From an optimization exercise on the open Yosys and OpenROAD flow, aimed at small area; shortcuts taken in it are not production practice.
In this exercise RTL edits were held to simulation tests only and were not proved equivalent to the original.
Power and IR drop assume default switching activity.

== run 1 ==
==> flow/design.v <==
`timescale 1ns / 1ps
module cache_controller (
    input clk,
    input reset,
    input read_en,
    input write_en,
    input [7:0] address,
    input [7:0] write_data,
    output [7:0] read_data,
    output reg hit,
    output reg mem_read_en,
    output reg mem_write_en,
    output reg [7:0] mem_address,
    output [7:0] mem_write_data,
    input      [7:0] mem_read_data
);
    reg [7:0] data0 [0:3];
    reg [7:0] data1 [0:3];
    reg [3:0] tag0  [0:3];
    reg [3:0] tag1  [0:3];
    reg [3:0] lru;    
    reg [3:0] v1;     
    wire [1:0] index = address[3:2];
    wire [3:0] tag   = address[7:4];
    wire [3:0] dec   = 4'b0001 << index;
    wire active = read_en | write_en;
    wire [3:0] t0, t1;
    wire lru_s, v1_s;
    cache_sel4 #(.W(10)) u_look (
        .sel (dec),
        .d0  ({tag1[0], tag0[0], v1[0], lru[0]}),
        .d1  ({tag1[1], tag0[1], v1[1], lru[1]}),
        .d2  ({tag1[2], tag0[2], v1[2], lru[2]}),
        .d3  ({tag1[3], tag0[3], v1[3], lru[3]}),
        .q   ({t1, t0, v1_s, lru_s}));
    wire m0 = (lru_s | v1_s) & (t0 == tag);
    wire m1 = v1_s & (t1 == tag);
    wire any_hit = m0 | m1;
    wire way = m1 | (~m0 & lru_s);
    wire data_we = active & ~(read_en & any_hit);
    wire [7:0] wdata = read_en ? mem_read_data : write_data;
    integer s;
    always @(posedge clk) begin
        for (s = 0; s < 4; s = s + 1) begin
            if (reset) begin
                lru[s] <= 1'b0;
                v1[s]  <= 1'b0;
            end else if (active && dec[s]) begin
                lru[s] <= ~way;
                if (way) v1[s] <= 1'b1;
            end
            if (dec[s] && data_we) begin
                if (way) begin
                    data1[s] <= wdata;
                    tag1[s]  <= tag;
                end else begin
                    data0[s] <= wdata;
                    tag0[s]  <= tag;
                end
            end
        end
    end
    always @(posedge clk) begin
        hit          <= ~reset & active & any_hit;
        mem_read_en  <= read_en & ~any_hit;
        mem_write_en <= ~read_en & write_en;
        mem_address  <= address;
    end
    wire [3:0] odec  = 4'b0001 << mem_address[3:2];
    wire [3:0] osel0 = odec & lru;      
    wire [3:0] osel1 = odec & ~lru;
    wire [7:0] line;
    cache_sel8 u_out (
        .sel ({osel1, osel0}),
        .d0  (data0[0]), .d1 (data0[1]), .d2 (data0[2]), .d3 (data0[3]),
        .d4  (data1[0]), .d5 (data1[1]), .d6 (data1[2]), .d7 (data1[3]),
        .q   (line));
    assign read_data      = line;
    assign mem_write_data = line;
endmodule
module cache_sel4 #(parameter W = 8) (
    input  [3:0]   sel,
    input  [W-1:0] d0, d1, d2, d3,
    output [W-1:0] q
);
    assign q = ({W{sel[0]}} & d0) | ({W{sel[1]}} & d1) | ({W{sel[2]}} & d2) | ({W{sel[3]}} & d3);
endmodule
module cache_sel8 (
    input  [7:0] sel,
    input  [7:0] d0, d1, d2, d3, d4, d5, d6, d7,
    output [7:0] q
);
    assign q = ({8{sel[0]}} & d0) | ({8{sel[1]}} & d1) | ({8{sel[2]}} & d2) | ({8{sel[3]}} & d3)
             | ({8{sel[4]}} & d4) | ({8{sel[5]}} & d5) | ({8{sel[6]}} & d6) | ({8{sel[7]}} & d7);
endmodule
clock: 5.0 ns
lec_check: 0
cap_margin: 0
core_margin: 2
core_utilization: 65
place_density: 0.75
slew_margin: 0
synth_hierarchical: 1
synth_minimum_keep_size: 0
standard.sh (not shown) runs the stock make flow with config.mk's settings and CLKGATE_MAP_FILE= SYNTH_SCRIPT=/design/flow/synth_recipe.tcl, a recipe that flattens the netlist after the stock synthesis.
==> flow/flow/run.sh <==
#!/bin/bash
# Standard ORFS layout (standard synthesis unchanged) with: synthesis buffers
# removed and gates downsized at floorplan, smaller port buffers, and a clock
# tree of small clock buffers without dummy loads; after the placement
# repair, cells are shrunk again where slew, capacitance and timing allow
# (recover.tcl).
set -euo pipefail
F=$(pwd)/flow
bash standard.sh \
  REMOVE_ABC_BUFFERS=1 \
  POST_FLOORPLAN_TCL=$F/downsize.tcl \
  POST_RESIZE_TCL=$F/recover.tcl \
  GPL_TIMING_DRIVEN=0 \
  BUFFER_PORTS_ARGS="-buffer_cell sky130_fd_sc_hd__buf_1" \
  CTS_ARGS="-sink_clustering_enable -repair_clock_nets -dont_use_dummy_load -buf_list {sky130_fd_sc_hd__clkbuf_4}" \
  finish > flow.log 2>&1
==> flow/flow/recover.tcl <==
# Area recovery: try each combinational cell in the smallest equivalent
# cell that keeps the design free of max-slew/max-capacitance violations
# and keeps setup and hold slack above a margin; otherwise leave it.
proc recover_ok {setup_min hold_min} {
  if {[sta::max_slew_violation_count] > 0} { return 0 }
  if {[sta::max_capacitance_violation_count] > 0} { return 0 }
  if {[sta::worst_slack_cmd max] < $setup_min * 1e-9} { return 0 }
  if {[sta::worst_slack_cmd min] < $hold_min * 1e-9} { return 0 }
  return 1
}
proc area_recover {setup_min hold_min} {
  sta::make_equiv_cells [lindex [get_libs *] 0]
  set saved 0.0
  set n 0
  set insts {}
  foreach inst [get_cells *] {
    set lc [get_lib_cells -of_objects $inst]
    if {$lc eq "" || $lc eq "NULL"} { continue }
    set lname [get_name $lc]
    if {[regexp {__(.*df.*|dl.*|conb.*|tap.*|fill.*|decap.*|clk.*)$} $lname]} { continue }
    lappend insts [list $inst [get_property $lc area]]
  }
  foreach e [lsort -real -decreasing -index 1 $insts] {
    lassign $e inst area
    set lc [get_lib_cells -of_objects $inst]
    set cands {}
    foreach c [sta::find_equiv_cells $lc] {
      set name [get_name $c]
      if {[string match "*probe*" $name] || [string match "*lpflow*" $name] || [string match "*dly*" $name]} { continue }
      set a [get_property $c area]
      if {$a < $area - 1e-6} { lappend cands [list $c $a] }
    }
    foreach ca [lsort -real -index 1 $cands] {
      lassign $ca c a
      replace_cell $inst $c
      if {[recover_ok $setup_min $hold_min]} {
        set saved [expr {$saved + $area - $a}]
        incr n
        break
      }
      replace_cell $inst $lc
    }
  }
  puts [format "area_recover: %d cells smaller, %.1f um2 saved" $n $saved]
}

area_recover 0.2 0.05
Other scripts of this flow, unchanged in this note and not shown: flow/flow/downsize.tcl
Modified inputs, run 2 compared to run 1
- swapping 0.75 for 0.9 in PLACE_DENSITY
- swapping 65 for 80 in CORE_UTILIZATION
==> flow/flow/run.sh <==
#!/bin/bash
# Standard ORFS layout (standard synthesis unchanged) with: synthesis buffers
# removed and gates downsized at floorplan, smaller port buffers, and a clock
# tree of small clock buffers without dummy loads.
set -euo pipefail
F=$(pwd)/flow
bash standard.sh \
  REMOVE_ABC_BUFFERS=1 \
  POST_FLOORPLAN_TCL=$F/downsize.tcl \
  GPL_TIMING_DRIVEN=0 \
  BUFFER_PORTS_ARGS="-buffer_cell sky130_fd_sc_hd__buf_1" \
  CTS_ARGS="-sink_clustering_enable -repair_clock_nets -dont_use_dummy_load -buf_list {sky130_fd_sc_hd__clkbuf_4}" \
  finish > flow.log 2>&1
removed: flow/flow/recover.tcl
## What came out
- Run 2 did not stop at any stage, and its layout met the timing, DRC and antenna checks.
- Against run 1, die area in run 2 came out better.
- Proportion of final cell area spent on non-clock buffers delta for run 2 relative to run 1: 0.52 points higher
- From run 1 to run 2 the numbers moved as follows: via count went up, fraction of final layout cells with drive strength greater than 1 picked up an extra 2.1 points.
- On headroom to the max-slew limit, run 1 beats run 2.
### run 2 -> run 3
- a change of CORE_UTILIZATION from 80 to 72
- a change of PLACE_DENSITY from 0.9 to 0.85
Results
When run 3 is measured against run 2, its number of global-route vias before repair turns out 158 higher. Looking at global-route usage, run 3 sits below run 2. Diff run 3 and run 2: number of vias per cell higher in run 2. Changes observed in run 3 relative to run 2: routed wire length shows a reduction of 320 µm; area growth from synthesis to layout rose 0.61 points; cell area up about 0.6%. Setup slack: run 3 less than run 2.
Edits applied to the flow inputs when going from run 3 to run 4:
- a change of PLACE_DENSITY from 0.85 to 0.75
- a change of CORE_UTILIZATION from 72 to 65
## What came out
Between run 3 and run 4, global-route usage decreased. Setup WNS run 3 -> run 4: worse. Relative to run 3, combinational fraction of design power has decreased by 0.2 points in run 4.

==> re-timing with driven ports <==
The results above use ideal ports. As a check the final layouts listed here were re-extracted and re-timed, cells and wires unchanged. Step 1, drivers: a clkbuf_16 drives clk and a buf_2 each remaining input, both assumed. Step 2, shift: input delay + t, output delay - t, t = (earliest + latest rising clock arrival at the registers) / 2. This alone moves slack from input paths to output paths. Slacks: ideal / step 1 / step 2; pairs: ideal / step 1.
run | t (ns) | setup slack, ns | pins driven straight from the clock port
run 1 | 0.491 | 0.382 / 0.389 / -0.102 | 1
run 2 | 0.497 | 0.856 / 0.861 / 0.363 | 1
run 3 | 0.516 | 0.843 / 0.851 / 0.336 | 1
run 4 | 0.487 | 0.774 / 0.779 / 0.292 | 1
With both steps, setup timing fails in run 1, where it was met with ideal ports. The setup slack of run 3, which loses most, moves by +0.008 ns with the drivers and by -0.507 ns with both steps.
